This is an optimization exercise on Yosys and OpenROAD, whose aim is small area and a short achievable clock period, not a production implementation.
In this exercise RTL edits were held to simulation tests only and were not proved equivalent to the original.
Power and IR drop assume default switching activity.

--- flow/design.v ---
module PE (
    input  wire         Clock,
    input  wire         rst_n,
    input  wire         data_clear,
    input  wire         en_b_shift_bottom,
    input  wire         en_shift_right,
    input  wire         en_shift_bottom,
    input  wire [15:0]  b_in,
    input  wire [15:0]  a_in,
    input  wire [15:0]  ps_in,
    output wire [15:0]  a_shift_to_right,
    output wire [15:0]  b_shift_to_bottom,
    output wire [15:0]  partial_sum_to_bottom
);
    reg [15:0] b_reg;                   
    reg [15:0] a_reg;                   
    reg [15:0] ps_reg;                  
    reg [15:0] mul_pipe [0:4];          
    wire [15:0] mul_input;              
    reg [15:0] mul_result;              
    reg [3:0] state_count; 
    always @(posedge Clock or negedge rst_n) begin
        if (!rst_n) begin
            b_reg <= 16'd0;
        end else if (en_b_shift_bottom) begin
            b_reg <= b_in;
        end 
    end
    assign b_shift_to_bottom = b_reg;
    always @(posedge Clock or negedge rst_n) begin
        if (!rst_n) begin
            state_count <= 4'd0;
        end else if (en_shift_bottom) begin
            state_count <= 4'd0;
        end else begin
            if(state_count==4'd5) begin
                state_count <= state_count;
            end else begin
                state_count <= state_count + 1;
            end
        end
    end
    always @(posedge Clock or negedge rst_n) begin
        if (!rst_n) begin
            a_reg <= 16'd0;
        end else if (data_clear) begin
            a_reg <= 16'd0;
        end else if (en_shift_right) begin
            a_reg <= a_in;
        end
    end
    assign a_shift_to_right = a_reg;
    assign mul_input = a_reg * b_reg;  
    integer i;
    always @(posedge Clock or negedge rst_n) begin
        if (!rst_n) begin
            for (i = 0; i < 5; i=i+1) begin
                mul_pipe[i] <= 16'd0;
            end
        end else if (data_clear) begin
            for (i = 0; i < 5; i=i+1) begin
                mul_pipe[i] <= 16'd0;
            end
        end else begin
            if(state_count<=5) begin
                mul_pipe[0] <= mul_input;        
                mul_pipe[1] <= mul_pipe[0];     
                mul_pipe[2] <= mul_pipe[1];     
                mul_pipe[3] <= mul_pipe[2];     
                mul_pipe[4] <= mul_pipe[3];     
            end
        end
    end
    always @(posedge Clock or negedge rst_n) begin
        if (!rst_n) begin
            mul_result <= 16'd0;
        end else if (data_clear) begin
            mul_result <= 16'd0;
        end else begin
            mul_result <= mul_pipe[4];
        end
    end
    always @(posedge Clock or negedge rst_n) begin
        if (!rst_n) begin
            ps_reg <= 16'd0;
        end else if (data_clear) begin
            ps_reg <= 16'd0;
        end else if (en_shift_bottom) begin
            ps_reg <= ps_in + mul_result;
        end
    end
    assign partial_sum_to_bottom = ps_reg;
endmodule
`timescale 1ns / 1ps
module SystolicArray4x4 (
    input  wire         Clock,
    input  wire         rst_n,
    input  wire         data_clear,
    input  wire         en_b_shift_bottom,
    input  wire         en_shift_right,
    input  wire         en_shift_bottom,
    input  wire [63:0]  a_left_in_flat,       
    input  wire [63:0]  b_top_in_flat,
    input  wire [63:0]  ps_top_in_flat,       
    output wire [63:0]  ps_bottom_out_flat    
);
    wire [15:0] a_left_in   [0:3];
    wire [15:0] b_top_in    [0:3];
    wire [15:0] ps_top_in   [0:3];
    wire [15:0] ps_bottom_out [0:3];
    wire [15:0] a_wire [0:3][0:4];   
    wire [15:0] b_wire [0:4][0:3];   
    wire [15:0] ps_wire [0:4][0:3];  
    wire [15:0] a_in_val [0:3][0:3];
    wire [15:0] b_in_val [0:3][0:3];
    wire [15:0] ps_in_val[0:3][0:3];
    genvar i, j;
    generate
        for (i = 0; i < 4; i = i + 1) begin : MAP_A_LEFT
            assign a_left_in[i] = a_left_in_flat[16*i +: 16];
        end
    endgenerate
    generate
        for (i = 0; i < 4; i = i + 1) begin : MAP_B_TOP
            assign b_top_in[i] = b_top_in_flat[16*i +: 16];
        end
    endgenerate
    generate
        for (j = 0; j < 4; j = j + 1) begin : MAP_PS_TOP
            assign ps_top_in[j] = ps_top_in_flat[16*j +: 16];
        end
    endgenerate
    generate
        for (j = 0; j < 4; j = j + 1) begin : MAP_PS_BOTTOM
            assign ps_bottom_out_flat[16*j +: 16] = ps_bottom_out[j];
        end
    endgenerate
    generate
        for (i = 0; i < 4; i = i + 1) begin : AIN_GEN
            for (j = 0; j < 4; j = j + 1) begin : AIN_GEN_COL
                if (j == 0) begin
                    assign a_in_val[i][j] = a_left_in[i];
                end else begin
                    assign a_in_val[i][j] = a_wire[i][j-1];
                end
            end
        end
    endgenerate
    generate
        for (i = 0; i < 4; i = i + 1) begin : BIN_GEN
            for (j = 0; j < 4; j = j + 1) begin : BIN_GEN_COL
                if (i == 0) begin
                    assign b_in_val[i][j] = b_top_in[j];
                end else begin
                    assign b_in_val[i][j] = b_wire[i-1][j];
                end
            end
        end
    endgenerate
    generate
        for (i = 0; i < 4; i = i + 1) begin : PSIN_GEN
            for (j = 0; j < 4; j = j + 1) begin : PSIN_GEN_COL
                if (i == 0) begin
                    assign ps_in_val[i][j] = ps_top_in[j];
                end else begin
                    assign ps_in_val[i][j] = ps_wire[i-1][j];
                end
            end
        end
    endgenerate
    genvar r, c;
    generate
        for (r = 0; r < 4; r = r + 1) begin: ROW_BLOCK
            for (c = 0; c < 4; c = c + 1) begin: COL_BLOCK
                PE u_pe (
                    .Clock                  (Clock),
                    .rst_n                  (rst_n),
                    .data_clear             (data_clear),
                    .en_shift_right         (en_shift_right),
                    .en_b_shift_bottom      (en_b_shift_bottom),
                    .en_shift_bottom        (en_shift_bottom),
                    .b_in                   (b_in_val[r][c]),
                    .a_in                   (a_in_val[r][c]),    
                    .ps_in                  (ps_in_val[r][c]),   
                    .a_shift_to_right       (a_wire[r][c]),
                    .b_shift_to_bottom      (b_wire[r][c]),
                    .partial_sum_to_bottom  (ps_wire[r][c])
                );
            end
        end
    endgenerate
    generate
        for (c = 0; c < 4; c = c + 1) begin : FINAL_PS
            assign ps_bottom_out[c] = ps_wire[3][c];
        end
    endgenerate
endmodule
--- flow/config.mk ---
export PLATFORM = sky130hd
export DESIGN_NAME = SystolicArray4x4
export DESIGN_NICKNAME = SystolicArray4x4
export VERILOG_FILES = /design/flow/design.v
export SDC_FILE = /design/flow/constraint.sdc
export NUM_CORES = 4
export LEC_CHECK = 0
export CAP_MARGIN = 20
export CORE_MARGIN = 2
export CORE_UTILIZATION = 40
export PLACE_DENSITY = 0.6
export SLEW_MARGIN = 20
--- flow/constraint.sdc ---
create_clock -name core_clock -period 5.8 [get_ports {Clock}]
set_input_delay 1.1600 -clock core_clock [delete_from_list [all_inputs] [get_ports {Clock}]]
set_output_delay 1.1600 -clock core_clock [all_outputs]
set_load 0.01 [all_outputs]
--- flow/run.sh ---
#!/bin/bash
# synth_recipe.tcl (not shown) runs the flow's synth.tcl, then flattens the netlist and writes it again
# the make line also repeats each setting of config.mk as NAME=value (left out here)
make -C /OpenROAD-flow-scripts/flow DESIGN_CONFIG=/design/flow/config.mk WORK_HOME=/design/flow/orfs CLKGATE_MAP_FILE= SYNTH_SCRIPT=/design/flow/synth_recipe.tcl finish
==> key figures <==
Status
  • Status: timing/DRC/antenna clean

Cells and area
  • Largest Register: ROW_BLOCK.COL_BLOCK.u_pe.mul_pipe
  • Max reg flops: around 1300
  • Share of layout cells above drive strength 1: 0.0626
  • Layout area overhead: 11.3%
  • Final nets: around 20000
  • Finished Layout Cells: 23175
  • Design area: roughly 180000 um2

Power
  • Worst ir drop on vdd: 0.000207 V
  • LEAKAGE: just under 90 nW
  • Pwr/cell area: 254 nW/um2

Clock network
  • # H-tree levels: 5
  • Clock buffer depth: 4
  • TritonCTS Sinks: about 2400
  • Postcts setup bufs: 0
  • Clock-pin slew reported for the worst setup and hold paths after clock tree synthesis: around 60 ps
  • CTS tree: yes
  • Num CTS Buffers: approximately 280
  • Post_cts resized: 0
  • Root Buffer Master: clkbuf_16
  • Clock latency (worst-skew pair): 940 ps
  • # hold bufs at CTS: 0

Setup path
  • Stages on the worst setup path: 17
  • Worst path arrival time: about 6400 ps
  • Critical R2R Capture: ROW_BLOCK[1].COL_BLOCK[3].u_pe.mul_pipe[0][15]$_DFFE_PN0P_
  • R2R depth: 17
  • FF-to-FF Start: ROW_BLOCK[1].COL_BLOCK[3].u_pe.b_reg[6]$_DFFE_PN0P_
  • R2r setup slk: about 230 ps
  • Worst path top cell family by delay: adder cells
  • Most used cell, CP: fa_1
  • Largest fanout on the critical path: 12
  • Cell Chain, Critical Path: nand2_1, fa_1, fa_1, inv_1, fa_1, fa_1, inv_1, fa_1, fa_1, xor2_1, xnor2_1, xnor2_1, xnor2_1, xnor3_1, xnor2_1, nand2_1, a21oi_1
  • Kind of critical path: reg2reg
  • Slowest-stage cell, CP: dfrtp_1
  • CP Capture Type: flop
  • Worst Setup Start Kind: flop
  • Worst Path Buf+Inv: 2
  • Worst EP required: 6630 ps
  • Max incr delay on CP: between 700 and 800 ps

Drt
  • Routed Antenna Nets: 0
  • DR WL/cell: 18.5 um
  • DRC: 0
  • DRT Pass-1 Iters: 6
  • Via count: 115687
  • Drt first-iter violations: 8460
  • DRT Wirelength: ~430 mm
  • Vias per cell: around 5

Synthesis
  • Synth warn: 3
  • Synth Flop Type: dfrtp_1
  • Post-Syn Area per Cell: approximately 9.4 um2
  • Flops & latches, synth: between 2000 and 2500
  • Mapped Cells: ~18000
  • Number of synthesized flops with an enable pin: 0
  • Top-area cell type share of the netlist area: 0.361
  • Async SR Flop Fraction: 1.00
  • Top-count cell post-synth: nand2_1
  • Seq/Total Area, Yosys: 0.361
  • Synthesized net count: 20110
  • Yosys top cell by area: dfrtp_1
  • Top cells by count, synth: nand2_1, dfrtp_1, inv_1
  • Synth unique cells: 55
  • Synth top area cells: dfrtp_1, fa_1, nand2_1, ha_1, a21oi_1
  • Cell Area, Synth: ~160000 um2

STA
  • TNS Setup: 0 ps
  • Final Slew Violations: 0
  • Post-route clock period utilization: 0.960
  • RSZ-0062 raised after global routing: false
  • Hold Fails Final Rpt: 0
  • Slew margin rel.: 0.311
  • Shortest period the worst path allows: ~5600 ps
  • Fmax: 0.180 GHz
  • Layout Skew: 32.9 ps
  • Final Setup Violations: 0
  • Slew of the pin with the lowest slew margin: 1030 ps

Min path
  • Hold WC Path Type: in2async

Floorplanning
  • I/O Pins: between 200 and 300
  • Die H: approximately 640 um
  • Die area: 416000 um2
  • Core ar.: a little over 400000 um2
  • Initial Util: 0.401
  • Rows: around 240
  • Die width: 645 um

Placed design
  • Placed inst area: around 170000 um2
  • HPWL after DPL: ~310 mm
  • Placed cells: 22675
  • PortBufs: 261
  • Routability cong.: around 0.9

Global routing
  • GRT overflow: 0
  • Largest net degree at the start of global routing: slightly above 200
  • Vias in the first global route: ~120k
  • Initial antenna violation count: 12
  • First-pass GRT wire length: just under 700 mm
  • Global Route Usage Sum: 0.206

Job
  • Max Cap Viol: 0
cell families after synthesis:
| logic type | count (synthesis) | synth area share |
|---|---|---|
| adders and majority gates | 2368 | 0.240 |
| buffers and inverters | 2806 | 0.0644 |
| AOI/OAI and AO/OA | 2266 | 0.0782 |
| muxes | 662 | 0.0423 |
| xor gates and xnor gates | 805 | 0.0443 |
| DFF | 2368 | 0.361 |
| and+or+nand+nor | 6269 | 0.170 |
final cells by class:
type / instances / area, um2
Tap cell: 5451 / 6820
Sequential cell: 2368 / 59300
Multi-Input combinational cell: 12370 / 94600
Timing Repair Buffer: 591 / 5500
Inverter: 1895 / 7110
Antenna cell: 5 / 12.5
Clock buffer: 392 / 8060
Fill cell: 39742 / 227000
Clock inverter: 103 / 1400
report_power, final:
part / internal [mW] / switching (mW) / total, mW / leakage (nW)
logic: 3.73 / 5.24 / 8.98 / 50.4
registers: 17.5 / 1.60 / 19.1 / 32.1
clock network: 10.9 / 7.38 / 18.3 / 4.62
total: 32.1 / 14.2 / 46.4 / 87.2
worst reg2reg max path, stage by stage (launching register included):
cell	delay (ps)
dfrtp_1	750
nand2_1	160
fa_1	480
fa_1	490
inv_1	50
fa_1	490
fa_1	550
inv_1	50
fa_1	450
fa_1	390
xor2_1	160
xnor2_1	230
xnor2_1	130
xnor2_1	240
xnor3_1	440
xnor2_1	200
nand2_1	80
a21oi_1	150
metal layers:
| metal | track usage | routed length, um | vias to the layer above |
|---|---|---|---|
| met4 | 0.0508 | 10700 | 6 |
| met1 | 0.313 | 210000 | 57263 |
| li1 | - | - | 55371 |
| met5 | 0 | 36 | - |
| met2 | 0.300 | 181000 | 2522 |
| met3 | 0.0398 | 25900 | 525 |
per-stage QoR:
stage	util	hold slack (ps)	worst slack, ps	power (mW)
global route	0.446	145	1.49	48.9
floorplan	-	455	629	24.9
global placement	0.423	465	171	28.2
CTS	0.446	122	123	46.8
detailed placement	0.423	472	164	28.3
finish	0.447	136	233	46.4
cell usage in the layout (no fill, tap or decap), drive strengths merged, types with 84 or more instances in the layout:
cell,count
a21oi,1534
xnor2,553
o21a,96
o21ai,185
nor3,120
nand2b,94
dfrtp,2368
clkbuf,392
fa,1296
inv,1913
xor2,236
ha,1072
mux2i,406
nor2,698
clkdlybuf4s50,256
nand3,147
mux2,256
a21o,126
and2,1088
a211oi,84
nor2b,293
buf,335
nand2,3712
how the worst max path moves through the flow:
stage | start | endpoint | slack [ps]
global placement | ROW_BLOCK[1].COL_BLOCK[3].u_pe.b_reg[4]$_DFFE_PN0P_ | ROW_BLOCK[1].COL_BLOCK[3].u_pe.mul_pipe[0][15]$_DFFE_PN0P_ | 170
floorplan | ROW_BLOCK[1].COL_BLOCK[0].u_pe.b_reg[1]$_DFFE_PN0P_ | ROW_BLOCK[1].COL_BLOCK[0].u_pe.mul_pipe[0][15]$_DFFE_PN0P_ | 630
finish | ROW_BLOCK[1].COL_BLOCK[3].u_pe.b_reg[6]$_DFFE_PN0P_ | ROW_BLOCK[1].COL_BLOCK[3].u_pe.mul_pipe[0][15]$_DFFE_PN0P_ | 230
global route | ROW_BLOCK[2].COL_BLOCK[2].u_pe.b_reg[3]$_DFFE_PN0P_ | ROW_BLOCK[2].COL_BLOCK[2].u_pe.mul_pipe[0][15]$_DFFE_PN0P_ | 1
detailed placement | ROW_BLOCK[1].COL_BLOCK[3].u_pe.b_reg[4]$_DFFE_PN0P_ | ROW_BLOCK[1].COL_BLOCK[3].u_pe.mul_pipe[0][15]$_DFFE_PN0P_ | 160
CTS | ROW_BLOCK[1].COL_BLOCK[3].u_pe.b_reg[4]$_DFFE_PN0P_ | ROW_BLOCK[1].COL_BLOCK[3].u_pe.mul_pipe[0][15]$_DFFE_PN0P_ | 120

afterwards: timing with drivers on the ports:
How much do the figures lean on ideal ports? The routed layout below was timed once more, with nothing changed but the port constraints.
Step 1 sets driving cells, clkbuf_16 on the clock port and buf_2 on the other inputs (assumed; they add their load-dependent delay and slew).
Step 2 also shifts input and output timing later by t, the mid clock arrival at the registers, as if the neighbouring blocks saw the same clock.
Slacks: ideal / step 1 / step 2; pairs: ideal / step 1.
shift t [ns]: 1.014
setup slack, ns: 0.233 / 0.233 / 0.233
clock arrival spread, ns: 0.050 / 0.049
pins driven straight from the clock port: 1
After both steps setup and hold are still met in this run. For this run, drivers alone change the setup slack by 0.000 ns; drivers and shift together by 0.000 ns.
